From an optimization exercise on the open Yosys and OpenROAD flow, aimed at small area, a short achievable clock period and few clock cycles; shortcuts taken in it are not production practice.
For this run, only the layout was checked, not whether the RTL still works.
Power and IR drop assume default switching activity.

`flow/run.sh`:
```
#!/bin/bash
# synth_recipe.tcl (not shown) runs the flow's synth.tcl, then flattens the netlist and writes it again
# the make line also repeats each setting of config.mk as NAME=value (left out here)
make -C /OpenROAD-flow-scripts/flow DESIGN_CONFIG=/design/flow/config.mk WORK_HOME=/design/flow/orfs CLKGATE_MAP_FILE= SYNTH_SCRIPT=/design/flow/synth_recipe.tcl finish
```
`flow/config.mk`:
```
export PLATFORM = sky130hd
export DESIGN_NAME = Two_D_Conv_with_S_and_P
export DESIGN_NICKNAME = Two_D_Conv_with_S_and_P
export VERILOG_FILES = /design/flow/design.v
export SDC_FILE = /design/flow/constraint.sdc
export NUM_CORES = 8
export LEC_CHECK = 0
export CAP_MARGIN = 20
export CORE_MARGIN = 2
export CORE_UTILIZATION = 40
export SLEW_MARGIN = 20
```
`flow/constraint.sdc`:
```
create_clock -name core_clock -period 15.0 [get_ports {CLK}]
set_input_delay 3.0000 -clock core_clock [delete_from_list [all_inputs] [get_ports {CLK}]]
set_output_delay 3.0000 -clock core_clock [all_outputs]
set_load 0.01 [all_outputs]
```
`flow/design.v`:
```
module Two_D_Conv_with_S_and_P #(parameter Width = 16 )(
  input  [Width-1:0] A_in,
  input  [Width-1:0] B_in,
  input  RST, CLK,
  input  [5:0] N1, M1, S1, P1, O1,
  output reg [Width-1:0] FINAL_OUT,
  output reg Done
);
  localparam L = 5;
  function [2:0] add7;
    input [2:0] a, b;
    reg [3:0] s;
    begin
      s = a + b;
      add7 = (s >= 4'd7) ? s - 4'd7 : s[2:0];
    end
  endfunction
  function [2:0] sub7;
    input [2:0] a, b;
    begin
      sub7 = (a >= b) ? a - b : a + 3'd7 - b;
    end
  endfunction
  function [2:0] mul7;
    input [2:0] a, b;
    reg [5:0] p;
    begin
      p = a * b;
      mul7 = p % 7;
    end
  endfunction
  function [6:0] onehot7;
    input [2:0] a;
    begin
      onehot7 = 7'd1 << a;
    end
  endfunction
  reg [2:0] cN, cM, cS, cO;
  reg [1:0] cP;
  always @(posedge CLK) begin
    cN <= N1[2:0];
    cM <= M1[2:0];
    cS <= S1[2:0];
    cP <= P1[1:0];
    cO <= O1[2:0];
  end
  wire m6 = (cM == 3'd6);
  wire m7 = (cM == 3'd7);
  wire [2:0] N7 = (cN == 3'd7) ? 3'd0 : cN;    
  wire [2:0] S7 = (cS == 3'd7) ? 3'd0 : cS;    
  wire [2:0] M7 = m7 ? 3'd0 : cM;              
  reg [2:0] tm7;
  wire [2:0] tm7_n = (tm7 == 3'd6) ? 3'd0 : tm7 + 3'd1;
  always @(posedge CLK or posedge RST)
    if (RST) tm7 <= 3'd6; else tm7 <= tm7_n;
  reg        go;                
  reg [2:0]  ar, ac;            
  reg        adone;             
  reg [2:0]  kr, kc;            
  reg        kdone;
  wire       awr = go & ~adone;
  wire       kwr = go & ~kdone;
  always @(posedge CLK or posedge RST) begin
    if (RST) begin
      go <= 1'b0;
      ar <= 3'd0; ac <= 3'd0; adone <= 1'b0;
      kr <= 3'd0; kc <= 3'd0; kdone <= 1'b0;
    end else begin
      go <= 1'b1;
      if (awr) begin
        if (ac == cN - 3'd1) begin
          ac <= 3'd0;
          ar <= ar + 3'd1;
          if (ar == cN - 3'd1) adone <= 1'b1;
        end else
          ac <= ac + 3'd1;
      end
      if (kwr) begin
        if (kc == cM - 3'd1) begin
          kc <= 3'd0;
          kr <= kr + 3'd1;
          if (kr == cM - 3'd1) kdone <= 1'b1;
        end else
          kc <= kc + 3'd1;
      end
    end
  end
  reg [Width-1:0] aring [0:6][0:6];
  reg [Width-1:0] kring [0:5][0:6];
  integer ri, si;
  always @(posedge CLK) begin
    for (ri = 0; ri < 7; ri = ri + 1) begin
      for (si = 1; si < 7; si = si + 1)
        aring[ri][si] <= aring[ri][si-1];
      aring[ri][0] <= (awr && ar == ri) ? A_in : aring[ri][6];
    end
    for (ri = 0; ri < 6; ri = ri + 1) begin
      for (si = 1; si < 7; si = si + 1)
        kring[ri][si] <= kring[ri][si-1];
      kring[ri][0] <= (kwr && kc == ri) ? B_in : kring[ri][6];
    end
  end
  wire signed [4:0] sN = $signed({2'b00, cN});
  wire signed [4:0] sM = $signed({2'b00, cM});
  wire signed [4:0] sS = $signed({2'b00, cS});
  function [4:0] lanemask;
    input signed [4:0] x;
    input [2:0] m, n;
    integer q;
    reg signed [5:0] c;
    begin
      for (q = 0; q < 5; q = q + 1) begin
        c = x + q;
        lanemask[q] = (q < m) && (c >= 0) && (c < $signed({3'b000, n}));
      end
    end
  endfunction
  function [2:0] lastcol;
    input signed [4:0] x;
    input [2:0] m, n;
    reg signed [5:0] c;
    begin
      c = x + $signed({3'b000, m}) - 6'sd1;
      if (c >= $signed({3'b000, n})) lastcol = n - 3'd1;
      else if (c < 0) lastcol = 3'd0;
      else lastcol = c[2:0];
    end
  endfunction
  reg [2:0] kN7, kS7, kM7, kSN7, kSM7, kP1;
  reg signed [4:0] k_top0;        
  reg [2:0] k_tN0, k_tM0;         
  reg [2:0] k_last0;              
  reg [4:0] k_lm0;                
  reg [2:0] kOm1, kNm1;           
  reg k_m6, k_m7;
  always @(posedge CLK) begin
    kN7   <= (cN == 3'd7) ? 3'd0 : cN;
    kS7   <= (cS == 3'd7) ? 3'd0 : cS;
    kM7   <= (cM == 3'd7) ? 3'd0 : cM;
    kSN7  <= mul7((cS == 3'd7) ? 3'd0 : cS, (cN == 3'd7) ? 3'd0 : cN);
    kSM7  <= mul7((cS == 3'd7) ? 3'd0 : cS, (cM == 3'd7) ? 3'd0 : cM);
    kP1   <= sub7({1'b0, cP}, 3'd1);
    k_top0 <= -$signed({3'b000, cP});
    k_tN0 <= sub7(3'd0, mul7({1'b0, cP}, (cN == 3'd7) ? 3'd0 : cN));
    k_tM0 <= sub7(3'd0, mul7({1'b0, cP}, (cM == 3'd7) ? 3'd0 : cM));
    k_last0 <= lastcol(-$signed({3'b000, cP}), cM, cN);
    k_lm0 <= lanemask(-$signed({3'b000, cP}), cM, cN);
    kOm1  <= cO - 3'd1;
    kNm1  <= cN - 3'd1;
    k_m6  <= (cM == 3'd6);
    k_m7  <= (cM == 3'd7);
  end
  function [26:0] rowdesc;        
    input signed [4:0] t;
    input [2:0] tn, tm;
    input [2:0] n, m, p1;
    reg signed [5:0] bot;
    reg [2:0] ra_, rb_, ua_, ba_, ka_;
    reg e;
    begin
      bot = t + $signed({3'b000, m}) - 6'sd1;
      ra_ = t[4] ? 3'd0 : t[2:0];
      ua_ = t[4] ? -t[2:0] : 3'd0;
      rb_ = (bot >= $signed({3'b000, n})) ? n - 3'd1 : bot[2:0];
      e   = (t >= $signed({2'b00, n})) || bot[5];
      ba_ = t[4] ? p1 : sub7(p1, tn);         
      ka_ = t[4] ? add7(3'd6, tm) : 3'd6;      
      rowdesc = {e, ka_, ba_, ua_, rb_, ra_, tm, tn, t};
    end
  endfunction
  function [12:0] coldesc;
    input signed [4:0] x;
    input [2:0] m, n;
    begin
      coldesc = {lanemask(x, m, n), lastcol(x, m, n), x};
    end
  endfunction
  reg        go1;               
  reg        run;               
  reg [2:0]  oi, oj;            
  reg [2:0]  ra, rb, ua;        
  reg        empty;             
  reg [2:0]  ba, ka;            
  reg [10:0] nrow;              
  reg [2:0]  n_ra, n_rb, n_ua, n_ba, n_ka;
  reg        n_empty;
  reg signed [4:0] c0;          
  reg [2:0]  cend;              
  reg [4:0]  lmo;               
  reg signed [4:0] n_c0;        
  reg [2:0]  n_cend;
  reg [4:0]  n_lmo;
  reg [2:0]  r, u;              
  reg        sub;               
  reg [2:0]  bb, kb;            
  reg [6:0]  rsel;              
  reg [6:0]  bsel, ksel;        
  reg [4:0]  lmask;             
  wire a_ok  = adone || (r < ar) || (r == ar && cend < ac);
  wire k_ok  = kdone || (u < kr);
  wire avail = empty || (a_ok && k_ok);
  wire last_row  = empty || (r == rb);
  wire more_sub  = k_m6 && !sub && !empty;
  wire step_last = last_row && !more_sub;
  wire issue     = run && !k_m7 && avail;
  wire col_adv   = issue && !more_sub && last_row && (oj != kOm1);
  wire row_adv   = issue && !more_sub && last_row && (oj == kOm1) && (oi != kOm1);
  wire [10:0] rbase = go1 ? nrow : {k_tM0, k_tN0, k_top0};
  wire [26:0] rd_0  = rowdesc(k_top0, k_tN0, k_tM0, cN, cM, kP1);
  wire signed [4:0] t2 = $signed(rbase[4:0]) + sS;
  wire [26:0] rd_2  = rowdesc(t2, add7(rbase[7:5], kSN7), add7(rbase[10:8], kSM7), cN, cM, kP1);
  wire signed [4:0] cbase = col_adv ? n_c0 : k_top0;
  wire [12:0] cd_2  = coldesc(cbase + sS, cM, cN);
  reg        run_x, sub_x, empty_x;
  reg [2:0]  r_x, u_x, bb_x, kb_x, bsub, ksub;
  reg [4:0]  lmask_x;
  always @(*) begin
    run_x = run; sub_x = sub; empty_x = empty;
    r_x = r; u_x = u; bb_x = bb; kb_x = kb;
    lmask_x = lmask;
    if (!go1) begin
      run_x = go; sub_x = 1'b0;
      empty_x = rd_0[26];
      r_x = rd_0[13:11]; u_x = rd_0[19:17];
      bb_x = rd_0[22:20]; kb_x = rd_0[25:23];
      lmask_x = rd_0[26] ? 5'd0 : k_lm0;
    end else if (issue) begin
      if (more_sub) begin
        sub_x = 1'b1;
        lmask_x = {4'd0, (c0 + 5'sd5 < sN)};
      end else begin
        sub_x = 1'b0;
        if (!last_row) begin
          r_x = r + 3'd1; u_x = u + 3'd1;
          bb_x = sub7(bb, kN7); kb_x = sub7(kb, kM7);
          lmask_x = lmo;
        end else if (oj != kOm1) begin
          r_x = ra; u_x = ua;
          bb_x = sub7(ba, kS7); kb_x = ka;
          lmask_x = empty ? 5'd0 : n_lmo;
        end else if (oi != kOm1) begin
          empty_x = n_empty;
          r_x = n_ra; u_x = n_ua;
          bb_x = n_ba; kb_x = n_ka;
          lmask_x = n_empty ? 5'd0 : k_lm0;
        end else
          run_x = 1'b0;
      end
    end
    bsub = sub_x ? sub7(bb_x, 3'd5) : bb_x;
    ksub = sub_x ? sub7(kb_x, 3'd5) : kb_x;
  end
  always @(posedge CLK or posedge RST) begin
    if (RST) begin
      go1 <= 1'b0;
      run <= 1'b0; sub <= 1'b0; empty <= 1'b0;
      oi <= 3'd0; oj <= 3'd0; r <= 3'd0; u <= 3'd0;
      ra <= 3'd0; rb <= 3'd0; ua <= 3'd0; ba <= 3'd0; ka <= 3'd0;
      nrow <= 11'd0; n_ra <= 3'd0; n_rb <= 3'd0; n_ua <= 3'd0; n_ba <= 3'd0; n_ka <= 3'd0;
      n_empty <= 1'b0;
      c0 <= 5'sd0; cend <= 3'd0; lmo <= 5'd0;
      n_c0 <= 5'sd0; n_cend <= 3'd0; n_lmo <= 5'd0;
      bb <= 3'd0; kb <= 3'd0; lmask <= 5'd0;
      rsel <= 7'd0; bsel <= 7'd0; ksel <= 7'd0;
    end else begin
      go1 <= go;
      run <= run_x; sub <= sub_x; empty <= empty_x;
      r <= r_x; u <= u_x; bb <= bb_x; kb <= kb_x; lmask <= lmask_x;
      rsel <= onehot7(r_x);
      bsel <= onehot7(add7(tm7_n, bsub));
      ksel <= onehot7(add7(tm7_n, ksub));
      if (go && !go1) begin
        oi <= 3'd0; oj <= 3'd0;
        {empty, ka, ba, ua, rb, ra} <= rd_0[26:11];
        c0 <= k_top0; cend <= k_last0; lmo <= k_lm0;
        {n_empty, n_ka, n_ba, n_ua, n_rb, n_ra, nrow} <= rd_2;
        {n_lmo, n_cend, n_c0} <= cd_2;
      end else if (col_adv) begin
        oj <= oj + 3'd1;
        c0 <= n_c0; cend <= n_cend; lmo <= n_lmo;
        ba <= sub7(ba, kS7);
        {n_lmo, n_cend, n_c0} <= cd_2;
      end else if (row_adv) begin
        oi <= oi + 3'd1; oj <= 3'd0;
        {empty, ka, ba, ua, rb, ra} <= {n_empty, n_ka, n_ba, n_ua, n_rb, n_ra};
        c0 <= k_top0; cend <= k_last0; lmo <= k_lm0;
        {n_empty, n_ka, n_ba, n_ua, n_rb, n_ra, nrow} <= rd_2;
        {n_lmo, n_cend, n_c0} <= cd_2;
      end
    end
  end
  reg [Width-1:0] rowv [0:6];
  integer rs, rr;
  always @(*) begin
    for (rs = 0; rs < 7; rs = rs + 1) begin
      rowv[rs] = {Width{1'b0}};
      for (rr = 0; rr < 7; rr = rr + 1)
        rowv[rs] = rowv[rs] | ({Width{rsel[rr]}} & aring[rr][rs]);
    end
  end
  function [23:0] booth_enc;
    input [Width-1:0] y;
    integer k;
    reg ym1;
    begin
      for (k = 0; k < 8; k = k + 1) begin
        ym1 = (k == 0) ? 1'b0 : y[2*k-1];
        booth_enc[3*k]   = y[2*k+1];
        booth_enc[3*k+1] = y[2*k] ^ ym1;
        booth_enc[3*k+2] = (y[2*k+1] & ~y[2*k] & ~ym1) | (~y[2*k+1] & y[2*k] & ym1);
      end
    end
  endfunction
  reg [Width-1:0] la [0:L-1];
  reg [23:0]      lk [0:L-1];
  reg v_valid, v_first, v_last;
  reg first_pend;               
  integer l, ss;
  reg [Width-1:0] av, kv;
  always @(posedge CLK) begin
    for (l = 0; l < L; l = l + 1) begin
      av = {Width{1'b0}};
      kv = {Width{1'b0}};
      for (ss = 0; ss < 7; ss = ss + 1) begin
        av = av | ({Width{bsel[(ss + l) % 7]}} & rowv[ss]);
        if (l == 0)
          kv = kv | ({Width{ksel[ss]}} & (sub ? kring[5][ss] : kring[0][ss]));
        else
          kv = kv | ({Width{ksel[(ss + l) % 7]}} & kring[l][ss]);
      end
      if (k_m7) begin
        la[l] <= (l == 0) ? A_in : {Width{1'b0}};
        lk[l] <= booth_enc((l == 0) ? B_in : {Width{1'b0}});
      end else begin
        la[l] <= lmask[l] ? av : {Width{1'b0}};
        lk[l] <= booth_enc(kv);
      end
    end
  end
  always @(posedge CLK or posedge RST) begin
    if (RST) begin
      v_valid <= 1'b0; v_first <= 1'b0; v_last <= 1'b0; first_pend <= 1'b1;
    end else begin
      if (k_m7) begin
        v_valid <= awr;
        v_first <= awr && ar == 3'd0 && ac == 3'd0;
        v_last  <= awr && ar == 3'd6 && ac == 3'd6;
      end else begin
        v_valid <= issue;
        v_first <= issue && first_pend;
        v_last  <= issue && step_last;
        if (issue) first_pend <= step_last;
      end
    end
  end
  function [2*Width-1:0] csa;         
    input [Width-1:0] a, b, c;
    reg [Width-1:0] cy;
    begin
      cy = (a & b) | (a & c) | (b & c);
      csa = {cy[Width-2:0], 1'b0, a ^ b ^ c};
    end
  endfunction
  function [2*Width-1:0] lane_mul;
    input [Width-1:0] x;
    input [23:0] yd;
    reg [Width-1:0] pp [0:8];
    reg [Width-1:0] mag, x2;
    reg neg, one, two;
    reg [2*Width-1:0] t1, t2, t3, t4, t5, t6, t7;
    integer k;
    begin
      x2 = {x[Width-2:0], 1'b0};
      pp[8] = {Width{1'b0}};
      for (k = 0; k < 8; k = k + 1) begin
        neg = yd[3*k];
        one = yd[3*k+1];
        two = yd[3*k+2];
        mag = ({Width{one}} & x) | ({Width{two}} & x2);
        pp[k] = ({Width{neg}} ^ mag) << (2*k);
        pp[8][2*k] = neg;
      end
      t1 = csa(pp[0], pp[1], pp[2]);
      t2 = csa(pp[3], pp[4], pp[5]);
      t3 = csa(pp[6], pp[7], pp[8]);
      t4 = csa(t1[Width-1:0], t1[2*Width-1:Width], t2[Width-1:0]);
      t5 = csa(t2[2*Width-1:Width], t3[Width-1:0], t3[2*Width-1:Width]);
      t6 = csa(t4[Width-1:0], t4[2*Width-1:Width], t5[Width-1:0]);
      t7 = csa(t6[Width-1:0], t6[2*Width-1:Width], t5[2*Width-1:Width]);
      lane_mul = t7;
    end
  endfunction
  reg [2*Width-1:0] pm [0:L-1];
  reg p_valid, p_first, p_last;
  integer lp;
  always @(posedge CLK) begin
    for (lp = 0; lp < L; lp = lp + 1)
      pm[lp] <= lane_mul(la[lp], lk[lp]);
  end
  reg [Width-1:0] acs, acc_c;
  wire [Width-1:0] qs = p_first ? {Width{1'b0}} : acs;
  wire [Width-1:0] qc = p_first ? {Width{1'b0}} : acc_c;
  wire [2*Width-1:0] q1 = csa(pm[0][Width-1:0], pm[0][2*Width-1:Width], pm[1][Width-1:0]);
  wire [2*Width-1:0] q2 = csa(pm[1][2*Width-1:Width], pm[2][Width-1:0], pm[2][2*Width-1:Width]);
  wire [2*Width-1:0] q3 = csa(pm[3][Width-1:0], pm[3][2*Width-1:Width], pm[4][Width-1:0]);
  wire [2*Width-1:0] q4 = csa(pm[4][2*Width-1:Width], qs, qc);
  wire [2*Width-1:0] q5 = csa(q1[Width-1:0], q1[2*Width-1:Width], q2[Width-1:0]);
  wire [2*Width-1:0] q6 = csa(q2[2*Width-1:Width], q3[Width-1:0], q3[2*Width-1:Width]);
  wire [2*Width-1:0] q7 = csa(q4[Width-1:0], q4[2*Width-1:Width], q5[Width-1:0]);
  wire [2*Width-1:0] q8 = csa(q5[2*Width-1:Width], q6[Width-1:0], q6[2*Width-1:Width]);
  wire [2*Width-1:0] q9 = csa(q7[Width-1:0], q7[2*Width-1:Width], q8[Width-1:0]);
  wire [2*Width-1:0] q10 = csa(q9[Width-1:0], q9[2*Width-1:Width], q8[2*Width-1:Width]);
  reg q_last;
  always @(posedge CLK) begin
    if (p_valid) begin
      acs   <= q10[Width-1:0];
      acc_c <= q10[2*Width-1:Width];
    end
  end
  always @(posedge CLK) begin
    if (q_last) FINAL_OUT <= acs + acc_c;
  end
  always @(posedge CLK or posedge RST) begin
    if (RST) begin
      p_valid <= 1'b0; p_first <= 1'b0; p_last <= 1'b0; q_last <= 1'b0;
      Done <= 1'b0;
    end else begin
      p_valid <= v_valid;
      p_first <= v_first;
      p_last  <= v_valid && v_last;
      q_last  <= p_valid && p_last;
      Done    <= q_last;
    end
  end
endmodule
```
==> reports/qor.csv <==
stage,metric,value,unit
placed_design,RD Place Congestion,0.877,
detailed_routing,# DRC,0,
sta,Slew Limit Fails,0,
yosys,Post-synth EDFFs,46,
detailed_routing,DRT iter0 DRCs,6601,
global_route,pin count of the biggest net entering global routing,88,
detailed_routing,1st-pass router iterations,14,
clock_tree,CTS tree,yes,
clock_tree,htree depth,4,
finish,layout net count,7964,
detailed_routing,wire length per cell,22.4,um
die,Die Area,213000,um^2
global_route,GRT Residual Overflow,0,
power_and_ir_drop,worst vdd rail ir drop,200,uV
finish,layout cells sized above 1,10.4,%
die,number of top-level pins,81,
critical_path,Required @ worst endpoint,15.77,ns
clock_tree,CTS sink cnt,2039,
detailed_routing,via count,57000,
yosys,Avg Inst Size Synth,11.4,um^2
yosys,"area leader, netlist",dfxtp_1,
sta,FMAX,163,MHz
critical_path,Worst Path Max Fanout,23,
clock_tree,Worst-Skew Late Latency,0.87,ns
yosys,sequential-to-total area share from yosys stat,50.2,%
detailed_routing,Post-Route WL,228000,um
detailed_routing,via/cell ratio,5.60,
critical_path,crit path capture type,flip-flop,
clock_tree,post-CTS setup buffer count,0,
sta,Slew headroom,12.3,%
sta,slew of the pin with the lowest slew margin,1.31,ns
yosys,Yosys reg bits,2039,
yosys,Netlist cell types,91,
sta,RSZ-0062 raised after global routing,no,
yosys,Syn Inst Count,7352,
placed_design,dpl hpwl,155000,um
sta,Hold Fails Final Rpt,0,
clock_tree,clock tree buffer depth,3,
critical_path,CP startpoint kind,flip-flop,
global_route,GRT Total Usage,21.0,%
die,Row Count,167,
power_and_ir_drop,Pwr Total,27100,uW
critical_path,CP Data Arrival Time,6.91,ns
clock_tree,CTS Buf Count,201,
finish,most frequent cells in the layout,"dfxtp_1 (1848), a22oi_1 (881), inv_1 (469)",
yosys,Main synth FF type,dfxtp_1,
critical_path,CP Class,flip-flop to flip-flop,
global_route,initial antenna violation count,19,
clock_tree,post-CTS sizing,0,
status,status,finished clean,
yosys,Synth async-reset ratio,7.01,%
flow_run,max cap viols,0,
detailed_routing,Final ANT Viol Nets,0,
die,die width,461,um
placed_design,Port Buffers,64,
yosys,Yosys warning count,12,
clock_tree,clock slew at reported path FFs,0.06,ns
sta,Clock Skew,0.0511,ns
finish,"most common cell after layout, fill and taps aside",dfxtp_1,
global_route,first-pass GRT wire length,344000,um
power_and_ir_drop,Lkg Pwr,0.0373,uW
sta,setup_tns,0,ns
clock_tree,# hold bufs at CTS,0,
global_route,vias in the first global route,57100,
yosys,synth top area cells,"dfxtp_1 (44%), fa_1 (8.1%), a22oi_1 (7.9%)",
finish,synthesis-to-layout area growth,12.0,%
die,Initial Utilization,40.3,%
die,Core Region,207000,um^2
sta,fin crit share,41.0,%
hold_path,Hold Crit Class,flip-flop to flip-flop,
clock_tree,CTS Root Cell,clkbuf_16,
yosys,Yosys top cell area share,44.3,%
sta,setup violators final,0,
die,height of the chip,461,um
power_and_ir_drop,power density cells,290,nW/um^2
yosys,post-synth net total,8113,
yosys,synthesized area,83600,um^2
sta,post-layout minimum cycle time,6.14,ns
## worst paths after layout
| kind | to | slack, ns | cells past startpoint | from |
|---|---|---|---|---|
| min | kring[5][7] | 0.33 | 0 | kring[4][7] |
| max | n_cend[1] | 8.86 | 20 | ar[2] |
| max in group asynchronous | rsel[3] | 10.90 | 3 | RST |
| min in group asynchronous | nrow[6] | 2.73 | 2 | RST |
| max reg2reg | n_cend[1] | 8.86 | 20 | ar[2] |
| min reg2reg | kring[5][7] | 0.33 | 0 | kring[4][7] |
## metal layers
metal | global-route usage [%] | share of wire [%]
met3 | 4.10 | 7.2
met1 | 28.0 | 43
met4 | 7.57 | 3.4
met5 | 0 | 0.061
met2 | 33.7 | 46
## synthesized netlist by cell type, drive strengths merged, types with 28 or more instances
cell type and n:
dfxtp 1850, a22oi 881, inv 475, clkbuf 410, xnor2 400, ha 358, fa 339, mux2 293
a222oi 286, nand2 262, nand3 235, nor2 232, xor2 190, a21oi 170, dfrtp 140, a31oi 103
o21ai 99, buf 77, nor2b 52, edfxtp 46, and3 41, nand2b 37, mux2i 35, nor3 34
a21o 28
## critical path: stages, from the launching register on
cell and delay, ns:
dfrtp_1 0.41, inv_1 0.14, ha_1 0.35, a21oi_1 0.15, a211oi_1 0.14, a221o_1 0.50, nor4_4 0.24, buf_4 0.33
o21ai_0 0.14, ha_1 0.23, fa_1 0.69, inv_1 0.20, ha_1 0.32, inv_1 0.04, ha_1 0.22, fa_1 0.46
ha_1 0.28, nor2b_1 0.13, o41ai_1 0.72, nand3_1 0.17, a31oi_1 0.19
## final cells by class
class / count / area (um^2)
multi-input combinational: 4347 / 38000
fill: 18900 / 114000
antenna: 11 / 27.5
inverter: 479 / 1800
clock buffer: 271 / 5760
tap: 2788 / 3490
timing repair buffer: 135 / 1170
sequential: 2039 / 42100
clock inverter: 101 / 1330
## flip-flops by register name (all words and copies together) (netlist names), 7 cells and up
register / count
nrow: 11
rsel: 7
acc_c: 14
kring: 672
ksel: 7
pm: 140
aring: 784
la: 80
acs: 16
lk: 120
FINAL_OUT: 16
bsel: 7
## power by group
part | internal, uW | switching, uW
clock | 3040 | 2230
combinational | 5110 | 6910
sequential | 7950 | 1890
total | 16100 | 11000
## through the flow
step	hold slack, ns	setup WS (ns)	util (%)	instances	cell area, um^2
after floorplan	0.326	8.17	-	7352	83600
after CTS	0.327	8.88	45.1	10200	93600
final	0.326	8.86	45.1	10200	93600
after global routing	0.325	8.38	45.1	10200	93600
after global placement	0.330	9.05	41.7	9788	86500
after detailed placement	0.332	8.92	41.7	9788	86500
## logic make-up after synthesis
kind of cell | synth area share [%]
multiplexers | 4.36
AND/OR/NAND/NOR | 5.69
adder cells (fa/ha/maj) | 13.5
AO/OA/AOI/OAI | 15.7
other | 0.00448
XOR/XNOR | 6.23
flip-flops | 50.2
buffers and inverters | 4.35

[static timing again, ports no longer ideal]
In the flow no input, the clock included, has a driving cell. The finished layout below was timed again as built, in two steps. Step 1 sets driving cells, clkbuf_16 on the clock port and buf_2 on the other inputs (assumed; they add their load-dependent delay and slew). Step 2, shift: input delay + t, output delay - t, t = (earliest + latest rising clock arrival at the registers) / 2. This alone moves slack from input paths to output paths. a / b / c = ideal / step 1 / step 2; a / b = the first two.
t, ns: 0.935
setup WS [ns]: 8.857 / 8.857 / 8.857
hold slack, ns: 0.326 / 0.326 / 0.326
worst slew at a driven data input, ns: 0.18
After both steps setup and hold are still met in this run. For this run, drivers alone change the setup slack by 0.000 ns; drivers and shift together by 0.000 ns.
